Context: an optimization exercise on an open-source flow, tuned for small area, a short achievable clock period and few clock cycles per item. The choices shown serve that exercise and are no tape-out recipe.
Only simulation tests tie the RTL to the original design; equivalence was not proved.

==> flow/design.v (outline; a module is shown in full before it is edited, if it fits) <==
// module mul_schedule_rom: 36 lines
// module fe_mul51_core: 12805 lines
// module bctl: 50 lines
// module hold_mux_low: 3 lines
// module hold_mux1: 3 lines
// module hold_mux: 3 lines
// module rbit: 3 lines
// module go_gate: 3 lines
// module tselq: 5 lines
// module rbitq: 5 lines
// module tsel: 4 lines
// module pg_node: 4 lines
// module csa_fa: 4 lines
// module csa_ha: 4 lines
module fe_mul51_core (
    input  wire         clk,
    input  wire         rst_n,
    input  wire         start,
    input  wire [319:0] a,
    input  wire [319:0] b,
    output reg          ready,
    output wire [319:0] out
);
  // ...
==> flow/flow/run.sh <==
#!/bin/bash
# Own flow: the standard layout (standard.sh: same synthesis, same SDC and
# clock period, same steps), with three optimisation settings changed:
#  - repair_timing keeps a setup slack margin of 15.7 ns, so that it optimises
#    towards a shorter period than the constraint;
#  - the port buffers that the flow inserts on every input and output are
#    sky130_fd_sc_hd__buf_1 instead of the delay cell buffer_ports picks by default;
#  - MATCH_CELL_FOOTPRINT=0 lets the resizer change a cell's size freely.
# Tool output goes to standard.log here and to ORFS's logs under orfs/logs.
set -euo pipefail
export SETUP_SLACK_MARGIN=15.7
export BUFFER_PORTS_ARGS="-buffer_cell sky130_fd_sc_hd__buf_1"
bash standard.sh MATCH_CELL_FOOTPRINT=0 finish > standard.log 2>&1
==> flow/standard.sh <==
#!/bin/bash
# synth_recipe.tcl (not shown) runs the flow's synth.tcl, then flattens the netlist and writes it again
# the make line also repeats each setting of config.mk as NAME=value (left out here)
make -C /OpenROAD-flow-scripts/flow DESIGN_CONFIG=/design/flow/config.mk WORK_HOME=/design/flow/orfs CLKGATE_MAP_FILE= SYNTH_SCRIPT=/design/flow/synth_recipe.tcl "${@:-finish}"
==> flow/config.mk <==
export PLATFORM = sky130hd
export DESIGN_NAME = fe_mul51_core
export DESIGN_NICKNAME = fe_mul51_core
export VERILOG_FILES = /design/flow/design.v
export SDC_FILE = /design/flow/constraint.sdc
export NUM_CORES = 8
export LEC_CHECK = 0
export CAP_MARGIN = 20
export CORE_MARGIN = 2
export CORE_UTILIZATION = 55
export CTS_CLUSTER_DIAMETER = 100
export CTS_CLUSTER_SIZE = 20
export PLACE_DENSITY = 0.65
export SLEW_MARGIN = 20
export SYNTH_HIERARCHICAL = 1
export SYNTH_MINIMUM_KEEP_SIZE = 0
==> flow/constraint.sdc <==
create_clock -name core_clock -period 21.0 [get_ports {clk}]
set_input_delay 4.2000 -clock core_clock [delete_from_list [all_inputs] [get_ports {clk}]]
set_output_delay 4.2000 -clock core_clock [all_outputs]
set_load 0.01 [all_outputs]
==> summary.txt, run 1 <==
Timing
The maximum clock rate is approximately 170 MHz. The worst hold slack is 0.5019 ns. The final number of max-transition violations was 0.

Run status
The run finished with no timing, DRC or antenna violations.

Route
The DRC violation count after routing is 0. The met3 routed wirelength is roughly 190000 um. The number of violations reported at the end of detailed-routing iteration 0 is 31840.

In the final routed layout, each cell accounts on average for 41.19 um. The total number of vias is between 150k and 200k.

Synth
A synthesized cell averages approximately 11 um2.

Cells and area
The antenna diode count is 63. The area of the multi-input gates is 200300 um2. The fraction of layout instances using a drive strength above 1 is approximately an eighth. Roughly 18000 cells are multi-input combinational gates. The layout sequential cell count is about 1300.

The non-clock buffer instance count of the final layout is 1529. The library cell used most frequently in the layout, excluding fill and tap cells, is sky130_fd_sc_hd__fa_1. Multi-input logic gates represent a cell area share of between 70% and 80%.

Clock network
The tree is rooted in a sky130_fd_sc_hd__clkbuf_16. The total setup buffers inserted after CTS is 107.

Floorplan
In this run the count of I/O pins placed on the die edge is about 960.

Worst hold path
The sink of the worst hold path is Q[41].

Placed design
The final weighted congestion in routability-driven placement is slightly above 1. Prior to clock tree synthesis, the placed netlist has a worst setup slack of between 10 and 15 ns.

Critical path
The critical path data required time is about 17 ns. The worst setup path is launched from a flip-flop. Of all nets on the critical path, the largest fanout is 2.

Global route
After global routing, the most crowded layer is met2.
Testbench counts, summed over its fixed seeds: cycles 9,600, ops 960.
==> run 2, diff against run 1 <==
--- a/flow/flow/run.sh
+++ b/flow/flow/run.sh
@@ -3,3 +3,3 @@
 # clock period, same steps), with three optimisation settings changed:
-#  - repair_timing keeps a setup slack margin of 15.7 ns, so that it optimises
+#  - repair_timing keeps a setup slack margin of 15.5 ns, so that it optimises
 #    towards a shorter period than the constraint;
@@ -10,3 +10,3 @@
 set -euo pipefail
-export SETUP_SLACK_MARGIN=15.7
+export SETUP_SLACK_MARGIN=15.5
 export BUFFER_PORTS_ARGS="-buffer_cell sky130_fd_sc_hd__buf_1"
--- a/flow/config.mk
+++ b/flow/config.mk
@@ -11,3 +11,3 @@
 export CTS_CLUSTER_DIAMETER = 100
-export CTS_CLUSTER_SIZE = 20
+export CTS_CLUSTER_SIZE = 24
 export PLACE_DENSITY = 0.65
==> run 2 against run 1 <==
  * Maximum frequency about the same
  * Still clean
  * Cell area decreased by 0.81%
==> summary.txt, run 2 <==
Run status
Outcome: no timing/DRC/antenna violations (unchanged).

Floorplan
The area enclosed by the die boundary was 432100 um2 (unchanged). The initial core utilization is 55.32% (unchanged). The die extent in x is 657.3 um (unchanged). The number of rows in the core area is 239 (unchanged). The number of top-level design ports came to 964 (unchanged). The core box area is 424300 um2 (unchanged).

The vertical die dimension is 657.3 um (unchanged).

Placed design
The HPWL after detailed placement was 688000 um (was 690200 um). The final weighted congestion in routability-driven placement was 1.042 (was 1.029). The placed cell count is 25930 (was 25910).

The number of port buffers is 768 (unchanged). The worst-case setup slack after placement is 14.25 ns (was 14.41 ns).

Synth
The average cell area after synthesis is 11.03 um2 (unchanged). The cell area after synthesis is 234700 um2 (unchanged). The count of mapped cells out of synthesis was 21290 (unchanged). The number of synthesis warnings was 7 (unchanged).

Critical path
The critical setup path kind is flip-flop to flip-flop (was flip-flop to primary output). The critical path data required time came to 21.84 ns (was 16.80 ns). The startpoint type of the worst setup path is a flip-flop (unchanged).

The biggest fanout along the worst timing path is 9 (was 2). The nature of the critical path endpoint is a flip-flop (was primary output). The worst path arrival time is 6.69 ns (was 1.65 ns).

Cells and area
The register with the most flip-flops is S (unchanged). The layout filler cell count is 35440 (was 35060). The layout overhead on the synthesized area is 7.127% (was 8.001%).

Largest registers: S: 287 flops, C: 286 flops (unchanged). The number of standard cells in the layout, taps in and fillers out was 26390 (was 26440). The net total in the final layout is 26930 (was 26990). The flip-flop count of the largest register, all copies and words added is 287 (unchanged).

The fraction of layout instances using a drive strength above 1 came to 11.70% (was 12.10%). Leading cell types in the layout, fill and taps excluded: sky130_fd_sc_hd__fa_1, sky130_fd_sc_hd__xnor2_1, sky130_fd_sc_hd__a22oi_1 (unchanged). The area of the multi-input gates is 200200 um2 (was 200300 um2). The flip-flop and latch area came to 27680 um2 (was 27830 um2). The most frequent standard cell in the layout excluding fill and tap cells is sky130_fd_sc_hd__fa_1 (unchanged).

Route
The number of vias per cell after detailed routing is 7.417 (was 7.375). The met3 routed wirelength was 188000 um (was 189500 um). The length of the first detailed-routing pass in iterations is 13 (was 12).

The average wire per cell in the routed design came to 40.85 um (was 41.19 um). The post-route met1 wirelength is 356000 um (was 357800 um). The total number of vias was 195800 (was 195000).

The uppermost layer routed is met5 (unchanged). The remaining number of nets flagged by the antenna check after routing is 0 (unchanged). The aggregate routed wire length is 1078000 um (was 1089000 um). The detailed-routed wire length on met2 is 421500 um (was 424100 um). The DRC violation count after routing is 0 (unchanged).

The number of violations reported at the end of detailed-routing iteration 0 came to 32550 (was 31840).

Global route
The largest net degree at the start of global routing is 110 (was 115). The number of antenna violations at the first check in global routing came to 108 (was 96). The global-route congestion overflow total is 0 (unchanged). The wire length of the first global-routing pass is 1507000 um (was 1504000 um). The number of global-route vias before repair is 203200 (was 202400). The total track usage is 48.84% (was 48.82%).

Clock network
The number of CTS-inserted buffers is 107 (was 115). The clock network latency to the later pin of the worst-skew pair is 1.03 ns (was 1.06 ns). The hold-fix buffer count after cts is 0 (unchanged).

The CTS tree is yes (unchanged). The root buffer cell is sky130_fd_sc_hd__clkbuf_16 (unchanged). The deepest clock path buffer count is 4 (unchanged). The depth of the CTS H-tree is 3 (unchanged). The clock-pin slew reported for the worst setup and hold paths after clock tree synthesis is 0.09 ns (was 0.08 ns). The total number of clock tree sinks is 1305 (unchanged).

Timing
The final period utilization is 27.85% (was 27.86%). The final number of max-transition violations is 0 (unchanged). The actual transition at the worst max-transition pin came to 1.328 ns (was 1.325 ns). The total negative setup slack is 0 ns (unchanged). The count of endpoints failing setup in the final report is 0 (unchanged). The number of endpoints with negative hold slack in the final report is 0 (unchanged).

RSZ-0062 raised after global routing: true (unchanged). The relative max-transition margin is 11.48% (was 11.65%). The final critical path time including I/O delays and setup is 5.848 ns (was 5.850 ns). The maximum clock rate was 171.0 MHz (about the same). The clock tree skew after final layout is 0.1289 ns (was 0.1085 ns).

The smallest setup slack after layout is 15.15 ns (about the same).

Run
The count of maximum capacitance violations was 0 (unchanged).

Worst hold path
The worst hold-check path type is flip-flop to flip-flop (unchanged).
[run 2: final timing paths]
| path | startpoint | to | slack, ns | depth (start not counted) |
|---|---|---|---|---|
| worst min-delay path | Q[41] | Q[41] | 0.50 | 1 |
| max in group asynchronous | rst_n | busy | 16.59 | 2 |
| min in group asynchronous | rst_n | first[12] | 3.06 | 1 |
| worst max register to register | C[86] | Q[0] | 15.15 | 19 |
| worst min register to register | Q[41] | Q[41] | 0.50 | 1 |
| worst max-delay path | C[86] | Q[0] | 15.15 | 19 |
[run 2: worst max-delay path, stage by stage, from the launching register on]
cell and delay (ns):
sky130_fd_sc_hd__dfxtp_1 0.33, sky130_fd_sc_hd__ha_1 0.29, sky130_fd_sc_hd__ha_1 0.52, sky130_fd_sc_hd__and2_1 0.24, sky130_fd_sc_hd__and2_1 0.35, sky130_fd_sc_hd__and2_1 0.21, sky130_fd_sc_hd__and2_2 0.34, sky130_fd_sc_hd__and2_1 0.22
sky130_fd_sc_hd__and2_4 0.29, sky130_fd_sc_hd__and2_1 0.17, sky130_fd_sc_hd__buf_4 0.34, sky130_fd_sc_hd__and2_4 0.31, sky130_fd_sc_hd__and2_2 0.28, sky130_fd_sc_hd__and2_1 0.23, sky130_fd_sc_hd__and2_1 0.14, sky130_fd_sc_hd__buf_4 0.34
sky130_fd_sc_hd__a21o_1 0.18, sky130_fd_sc_hd__and2_4 0.30, sky130_fd_sc_hd__buf_12 0.22, sky130_fd_sc_hd__mux2_4 0.31
[run 2: cell type report]
type,instances,area share [%]
inverter,157,0.2373
tap,5663,2.818
clock buffer,124,1.116
antenna,78,0.07762
clock inverter,67,0.4791
sequential,1305,11.01
timing repair buffer,1480,4.665
multi-input combinational,17520,79.60
[run 2: what timing repair did]
| item | in CTS | in global routing |
|---|---|---|
| resized for setup | 1709 | 310 |
| setup endpoints to repair | 618 | 742 |
| gates cloned | 18 | 5 |
| buffers inserted | 102 | 65 |
| pin swaps | 71 | 73 |
[run 2: per-layer routing]
layer  GRT usage, %  vias up
met5          1.873        -
met4          38.96       93
met3          26.77     6170
met2          65.40    20720
met1          57.21    98230
li1               -    70560
[run 2: per-stage QoR]
step                instance area, um2  utilization, %  hold WS [ns]
finish                          251500           59.26        0.5019
global route                    251300           59.23        0.5147
CTS                             249200           58.73        0.5035
detailed placement              239300           56.40        0.4842
global placement                239300           56.39        0.4754
floorplan                       235300               -        0.5071
==> run 3, diff against run 2 <==
--- a/flow/config.mk
+++ b/flow/config.mk
@@ -11,3 +11,3 @@
 export CTS_CLUSTER_DIAMETER = 100
-export CTS_CLUSTER_SIZE = 24
+export CTS_CLUSTER_SIZE = 20
 export PLACE_DENSITY = 0.65
==> run 3 against run 2 <==
  * First-iteration DRC count grew 1.5%
  * Synthesized cell count is the same
  * Via count grew 0.26%
  * Flip-flop and latch count is the same
  * Non-clock buffer count shrank 9
  * Die area is the same
  * Clock-buffer cell count grew 13
  * Final cell count is essentially flat
  * Highest routed layer unchanged
==> summary.txt, run 3 <==
Clock network
The clock-pin slew reported for the worst setup and hold paths after clock tree synthesis is 0.08 ns (was 0.09 ns). The number of CTS-inserted buffers is 115 (was 107). The depth of the CTS H-tree is 3 (unchanged). The CTS tree is yes (unchanged). The deepest clock path buffer count came to 4 (unchanged). The root buffer cell is sky130_fd_sc_hd__clkbuf_16 (unchanged).

The clock network latency to the later pin of the worst-skew pair came to 1.06 ns (was 1.03 ns). The hold-fix buffer count after cts is 0 (unchanged). The total number of clock tree sinks is 1305 (unchanged).

Cells and area
Leading cell types in the layout, fill and taps excluded: sky130_fd_sc_hd__fa_1, sky130_fd_sc_hd__xnor2_1, sky130_fd_sc_hd__a22oi_1 (unchanged). The register with the most flip-flops is S (unchanged). The layout overhead on the synthesized area was 7.065% (was 7.127%). The layout filler cell count is 35510 (was 35440). The flip-flop count of the largest register, all copies and words added came to 287 (unchanged). The final design utilization came to 59.23% (was 59.26%). The net total in the final layout came to 26930 (about the same). The fraction of layout instances using a drive strength above 1 is 11.57% (was 11.70%).

Largest registers: S: 287 flops, C: 286 flops (unchanged). The most frequent standard cell in the layout excluding fill and tap cells is sky130_fd_sc_hd__fa_1 (unchanged).

Timing
The relative max-transition margin was 11.32% (was 11.48%). The total negative setup slack was 0 ns (unchanged). The maximum clock rate came to 169.6 MHz (was 171.0 MHz).

The actual transition at the worst max-transition pin came to 1.330 ns (was 1.328 ns). The smallest setup slack after layout is 15.10 ns (was 15.15 ns). The count of endpoints failing setup in the final report is 0 (unchanged). The final critical path time including I/O delays and setup was 5.897 ns (was 5.848 ns). RSZ-0062 raised after global routing: true (unchanged). The final period utilization is 28.08% (was 27.85%). The number of endpoints with negative hold slack in the final report is 0 (unchanged). The worst hold slack came to 0.5043 ns (was 0.5019 ns). The final number of max-transition violations is 0 (unchanged).

The clock tree skew after final layout came to 0.1129 ns (was 0.1289 ns).

Global route
The number of antenna violations at the first check in global routing is 102 (was 108). The number of global-route vias before repair came to 203400 (was 203200). The wire length of the first global-routing pass was 1507000 um (about the same). The global-route congestion overflow total is 0 (unchanged). The total track usage was 48.86% (was 48.84%). The largest net degree at the start of global routing is 110 (unchanged).

Placed design
The number of port buffers is 768 (unchanged). The final weighted congestion in routability-driven placement is 1.042 (unchanged). The HPWL after detailed placement is 688000 um (unchanged). The worst-case setup slack after placement is 14.25 ns (unchanged).

Route
The number of vias per cell after detailed routing is 7.432 (was 7.417). The DRC violation count after routing came to 0 (unchanged). The total number of vias came to 196300 (was 195800). The average wire per cell in the routed design came to 40.85 um (about the same). The length of the first detailed-routing pass in iterations came to 21 (was 13). The number of violations reported at the end of detailed-routing iteration 0 is 33050 (was 32550). The aggregate routed wire length is 1079000 um (was 1078000 um). The remaining number of nets flagged by the antenna check after routing is 0 (unchanged).

Critical path
The critical setup path kind is flip-flop to flip-flop (unchanged). The master of the slowest instance on the critical path is sky130_fd_sc_hd__fa_1 (was sky130_fd_sc_hd__ha_1). The delay contributed by the slowest stage of the critical path is 0.60 ns (was 0.52 ns). The most frequent cell on the critical path is sky130_fd_sc_hd__a21o_4 (was sky130_fd_sc_hd__and2_1). The critical path data required time was 21.92 ns (was 21.84 ns). The startpoint type of the worst setup path is a flip-flop (unchanged). The worst path arrival time was 6.82 ns (was 6.69 ns).

The worst path buffer plus inverter count is 2 (was 3). The nature of the critical path endpoint is a flip-flop (unchanged). The biggest fanout along the worst timing path is 6 (was 9).

The dominant delay contributor by cell family on the critical path was adder cells (was simple AND/OR/NAND/NOR gates). Worst path cell trace: ha_4 -> buf_6 -> fa_1 -> fa_1 -> fa_2 -> fa_1 -> ha_4 -> and2_4 -> a21o_1 -> a21o_4 -> a21o_4 -> a21o_4 -> a21o_4 -> maj3_4 -> o211ai_1 -> o21ai_4 -> buf_12 -> a21oi_4 -> xnor2_1 (was ha_1 -> ha_1 -> and2_1 -> and2_1 -> and2_1 -> and2_2 -> and2_1 -> and2_4 -> and2_1 -> buf_4 -> and2_4 -> and2_2 -> and2_1 -> and2_1 -> buf_4 -> a21o_1 -> and2_4 -> buf_12 -> mux2_4).

Floorplan
The vertical die dimension is 657.3 um (unchanged). The core box area was 424300 um2 (unchanged). The number of rows in the core area came to 239 (unchanged).

The die extent in x is 657.3 um (unchanged). The number of top-level design ports is 964 (unchanged). The initial core utilization is 55.32% (unchanged). The area enclosed by the die boundary was 432100 um2 (unchanged).

Run
The count of maximum capacitance violations is 0 (unchanged).

Synth
The count of mapped cells out of synthesis is 21290 (unchanged). The number of synthesis warnings is 7 (unchanged). The average cell area after synthesis is 11.03 um2 (unchanged). The cell area after synthesis is 234700 um2 (unchanged).

Run status
Outcome: no timing/DRC/antenna violations (unchanged).

Worst hold path
The worst hold-check path type is flip-flop to flip-flop (unchanged).
[run 3: timing repair]
item,CTS,global route
setup endpoints to repair,616,710
endpoints found under the hold margin,0,0
cloned,18,7
buffers inserted,98,59
gates resized for setup,1697,297
pin swaps,77,48
[run 3: layout make-up]
cell class	instances	area (um2)	area share, %
Multi-Input combinational cell	17520	200200	79.64
Antenna cell	93	232.7	0.09260
Clock buffer	137	3023	1.203
Timing Repair Buffer	1471	11630	4.628
Inverter	157	596.8	0.2375
Tap cell	5663	7086	2.819
Clock inverter	65	928.4	0.3694
Sequential cell	1305	27670	11.01
[run 3: final timing paths]
path	startpoint	end	slack (ns)	depth (start not counted)
hold reg to reg	Q[41]	Q[41]	0.50	1
setup reg to reg	S[254]	Q[169]	15.10	19
setup / recovery	S[254]	Q[169]	15.10	19
max in group asynchronous	rst_n	first[14]	16.66	2
hold / removal	Q[41]	Q[41]	0.50	1
min in group asynchronous	rst_n	first[12]	3.06	1
[run 3: routing by layer]
metal	track usage (%)	share of wire (%)	vias to the layer above
met4	39.41	10	91
li1	-	-	70600
met5	1.673	0.15	-
met1	57.18	33	98370
met2	65.33	39	20950
met3	26.76	17	6273
[run 3: metrics by stage]
step | cell area (um2) | cells
floorplan | 235300 | 21380
global placement | 239300 | 25930
detailed placement | 239300 | 25930
CTS | 249200 | 26250
global route | 251200 | 26340
finish | 251300 | 26410
==> run 4, diff against run 3 <==
--- a/flow/config.mk
+++ b/flow/config.mk
@@ -12,3 +12,3 @@
 export CTS_CLUSTER_SIZE = 20
-export PLACE_DENSITY = 0.65
+export PLACE_DENSITY = 0.72
 export SLEW_MARGIN = 20
==> run 4 against run 3 <==
  * Still clean
  * Largest cell class unchanged
  * Synthesized cell count did not move
  * Utilization rose by 0.099 points
  * Critical path type is now flip-flop to primary output
  * Critical path depth fell by 18
==> summary.txt, run 4 <==
Synth
The number of synthesis warnings was 7 (unchanged). The cell area after synthesis came to 234700 um2 (unchanged). The average cell area after synthesis was 11.03 um2 (unchanged). The count of mapped cells out of synthesis was 21290 (unchanged).

Route
The remaining number of nets flagged by the antenna check after routing is 0 (unchanged). The average wire per cell in the routed design is 41.08 um (was 40.85 um). The number of vias per cell after detailed routing is 7.581 (was 7.432).

The length of the first detailed-routing pass in iterations came to 15 (was 21). The DRC violation count after routing came to 0 (unchanged). The total number of vias is 200300 (was 196300). The aggregate routed wire length is 1085000 um (was 1079000 um). The number of violations reported at the end of detailed-routing iteration 0 is 37440 (was 33050).

Clock network
The depth of the CTS H-tree is 3 (unchanged). The clock network latency to the later pin of the worst-skew pair is 1.08 ns (was 1.06 ns). The clock-pin slew reported for the worst setup and hold paths after clock tree synthesis is 0.10 ns (was 0.08 ns). The deepest clock path buffer count is 4 (unchanged).

The CTS tree is yes (unchanged). The number of CTS-inserted buffers was 113 (was 115). The hold-fix buffer count after cts is 0 (unchanged). The root buffer cell is sky130_fd_sc_hd__clkbuf_16 (unchanged). The total number of clock tree sinks is 1305 (unchanged).

Timing
The final critical path time including I/O delays and setup is 5.904 ns (was 5.897 ns). The number of endpoints with negative hold slack in the final report came to 0 (unchanged). The count of endpoints failing setup in the final report is 0 (unchanged). The actual transition at the worst max-transition pin is 1.377 ns (was 1.330 ns). The total negative setup slack is 0 ns (unchanged). RSZ-0062 raised after global routing: true (unchanged). The final period utilization is 28.11% (was 28.08%). The relative max-transition margin was 8.038% (was 11.32%).

The final number of max-transition violations came to 0 (unchanged). The maximum clock rate is 169.4 MHz (was 169.6 MHz). The clock tree skew after final layout is 0.1424 ns (was 0.1129 ns).

Floorplan
The die extent in x was 657.3 um (unchanged). The number of rows in the core area is 239 (unchanged). The initial core utilization came to 55.32% (unchanged). The vertical die dimension came to 657.3 um (unchanged). The number of top-level design ports is 964 (unchanged).

The area enclosed by the die boundary is 432100 um2 (unchanged). The core box area is 424300 um2 (unchanged).

Critical path
The worst path arrival time is 1.70 ns (was 6.82 ns). The delay contributed by the slowest stage of the critical path is 0.47 ns (was 0.60 ns). The dominant delay contributor by cell family on the critical path is flip-flops (was adder cells). The worst path buffer plus inverter count is 1 (was 2). The master of the slowest instance on the critical path is sky130_fd_sc_hd__dfxtp_4 (was sky130_fd_sc_hd__fa_1). The critical setup path kind was flip-flop to primary output (was flip-flop to flip-flop).

The startpoint type of the worst setup path is a flip-flop (unchanged). The nature of the critical path endpoint is a primary output (was flip-flop). The critical path data required time is 16.80 ns (was 21.92 ns).

The biggest fanout along the worst timing path is 2 (was 6). Worst path cell trace: buf_6 (was ha_4 -> buf_6 -> fa_1 -> fa_1 -> fa_2 -> fa_1 -> ha_4 -> and2_4 -> a21o_1 -> a21o_4 -> a21o_4 -> a21o_4 -> a21o_4 -> maj3_4 -> o211ai_1 -> o21ai_4 -> buf_12 -> a21oi_4 -> xnor2_1).

Global route
The total track usage is 48.83% (was 48.86%). The wire length of the first global-routing pass is 1505000 um (was 1507000 um). The global-route congestion overflow total is 0 (unchanged). The number of global-route vias before repair is 206900 (was 203400). The number of antenna violations at the first check in global routing is 125 (was 102). The largest net degree at the start of global routing was 221 (was 110).

Cells and area
The net total in the final layout is 26890 (was 26930). The most frequent standard cell in the layout excluding fill and tap cells is sky130_fd_sc_hd__fa_1 (unchanged). The fraction of layout instances using a drive strength above 1 is 11.77% (was 11.57%). Leading cell types in the layout, fill and taps excluded: sky130_fd_sc_hd__fa_1, sky130_fd_sc_hd__xnor2_1, sky130_fd_sc_hd__a22oi_1 (unchanged). The layout overhead on the synthesized area was 7.245% (was 7.065%). The flip-flop count of the largest register, all copies and words added is 287 (unchanged).

Largest registers: S: 287 flops, C: 286 flops (unchanged). The register with the most flip-flops is S (unchanged). The final design utilization came to 59.33% (was 59.23%).

Placed design
The number of port buffers was 768 (unchanged). The HPWL after detailed placement is 683400 um (was 688000 um). The final weighted congestion in routability-driven placement is 1.049 (was 1.042).

Run
The count of maximum capacitance violations was 0 (unchanged).

Worst hold path
The worst hold-check path type is flip-flop to flip-flop (unchanged).

Run status
Outcome: no timing/DRC/antenna violations (unchanged).
## run 4: worst paths after layout
kind	start	endpoint	slack (ns)	cells past startpoint
max	Q[171]	out[210]	15.10	1
min	Q[229]	Q[229]	0.55	3
max reg2reg	C[43]	Q[41]	15.23	21
min reg2reg	Q[229]	Q[229]	0.55	3
max in group asynchronous	rst_n	busy	16.85	2
min in group asynchronous	rst_n	first[4]	3.16	1
## run 4: through the flow
| stage | hold slack (ns) | cell area (um2) | setup slack, ns | instances |
|---|---|---|---|---|
| 2_1_floorplan | 0.5071 | 235300 | 15.34 | 21380 |
| 3_3_place_gp | 0.5031 | 238900 | 14.04 | 25860 |
| 3_5_place_dp | 0.5050 | 238900 | 14.00 | 25860 |
| 4_1_cts | 0.5518 | 248000 | 15.15 | 26180 |
| 5_1_grt | 0.5780 | 251500 | 15.11 | 26310 |
| 6_report | 0.5487 | 251800 | 15.10 | 26420 |
## run 4: layout make-up
type	instances	area [um2]
Sequential cell	1305	27720
Fill cell	34910	172600
Timing Repair Buffer	1435	11740
Tap cell	5663	7086
Inverter	157	596.8
Multi-Input combinational cell	17520	200400
Clock inverter	68	909.6
Clock buffer	130	2934
Antenna cell	148	370.4
## run 4: worst register-to-register path, cell delays in order (launching register included)
cell,delay (ns)
sky130_fd_sc_hd__dfxtp_1,0.35
sky130_fd_sc_hd__ha_1,0.30
sky130_fd_sc_hd__ha_1,0.31
sky130_fd_sc_hd__a21o_1,0.21
sky130_fd_sc_hd__a21o_2,0.32
sky130_fd_sc_hd__a21o_1,0.29
sky130_fd_sc_hd__a21o_4,0.28
sky130_fd_sc_hd__a21o_4,0.27
sky130_fd_sc_hd__a21o_1,0.21
sky130_fd_sc_hd__buf_6,0.17
sky130_fd_sc_hd__a21o_1,0.24
sky130_fd_sc_hd__buf_6,0.19
sky130_fd_sc_hd__a21o_4,0.37
sky130_fd_sc_hd__a21o_1,0.26
sky130_fd_sc_hd__a21o_4,0.30
sky130_fd_sc_hd__a21o_4,0.34
sky130_fd_sc_hd__buf_4,0.22
sky130_fd_sc_hd__buf_4,0.16
sky130_fd_sc_hd__a21o_4,0.26
sky130_fd_sc_hd__mux2i_2,0.18
sky130_fd_sc_hd__xnor2_1,0.13
sky130_fd_sc_hd__mux2_4,0.27
## run 4: timing repair
action,CTS,global route
buffers inserted,104,77
pin swaps,46,86
gates cloned,17,12
gates resized for setup,1628,452
setup endpoints to repair,651,764
## run 4: routing by layer
layer	vias to the layer above	track usage, %	share of wire [%]
li1	70590	-	-
met1	98760	55.25	32
met2	23170	64.15	38
met3	7653	29.99	19
met4	143	40.88	11
met5	-	2.948	0.26

## afterwards: timing with drivers on the ports
Ports are ideal in the flow. The routed layouts listed here were re-timed in OpenROAD.
Step 1, drivers: a clkbuf_16 drives clk and a buf_2 each remaining input, both assumed.
Step 2 times the ports against the registers' clock, not the clock port: input delays grow and output delays shrink by t, the midpoint of the rising clock arrivals with the driver on.
a / b / c = no drivers / after step 1 / after step 2; a / b = the first two.
run | t, ns | setup slack, ns | worst setup path at the end
run 1 | 1.131 | 15.150 / 15.024 / 14.701 | input to register
run 2 | 1.093 | 15.152 / 15.026 / 14.582 | input to register
run 3 | 1.125 | 15.103 / 15.042 / 14.495 | input to register
run 4 | 1.146 | 15.096 / 14.965 / 14.504 | input to register
After both steps every run listed still meets setup and hold. The setup slack of run 3, which loses most, moves by -0.061 ns with the drivers and by -0.608 ns with both steps.
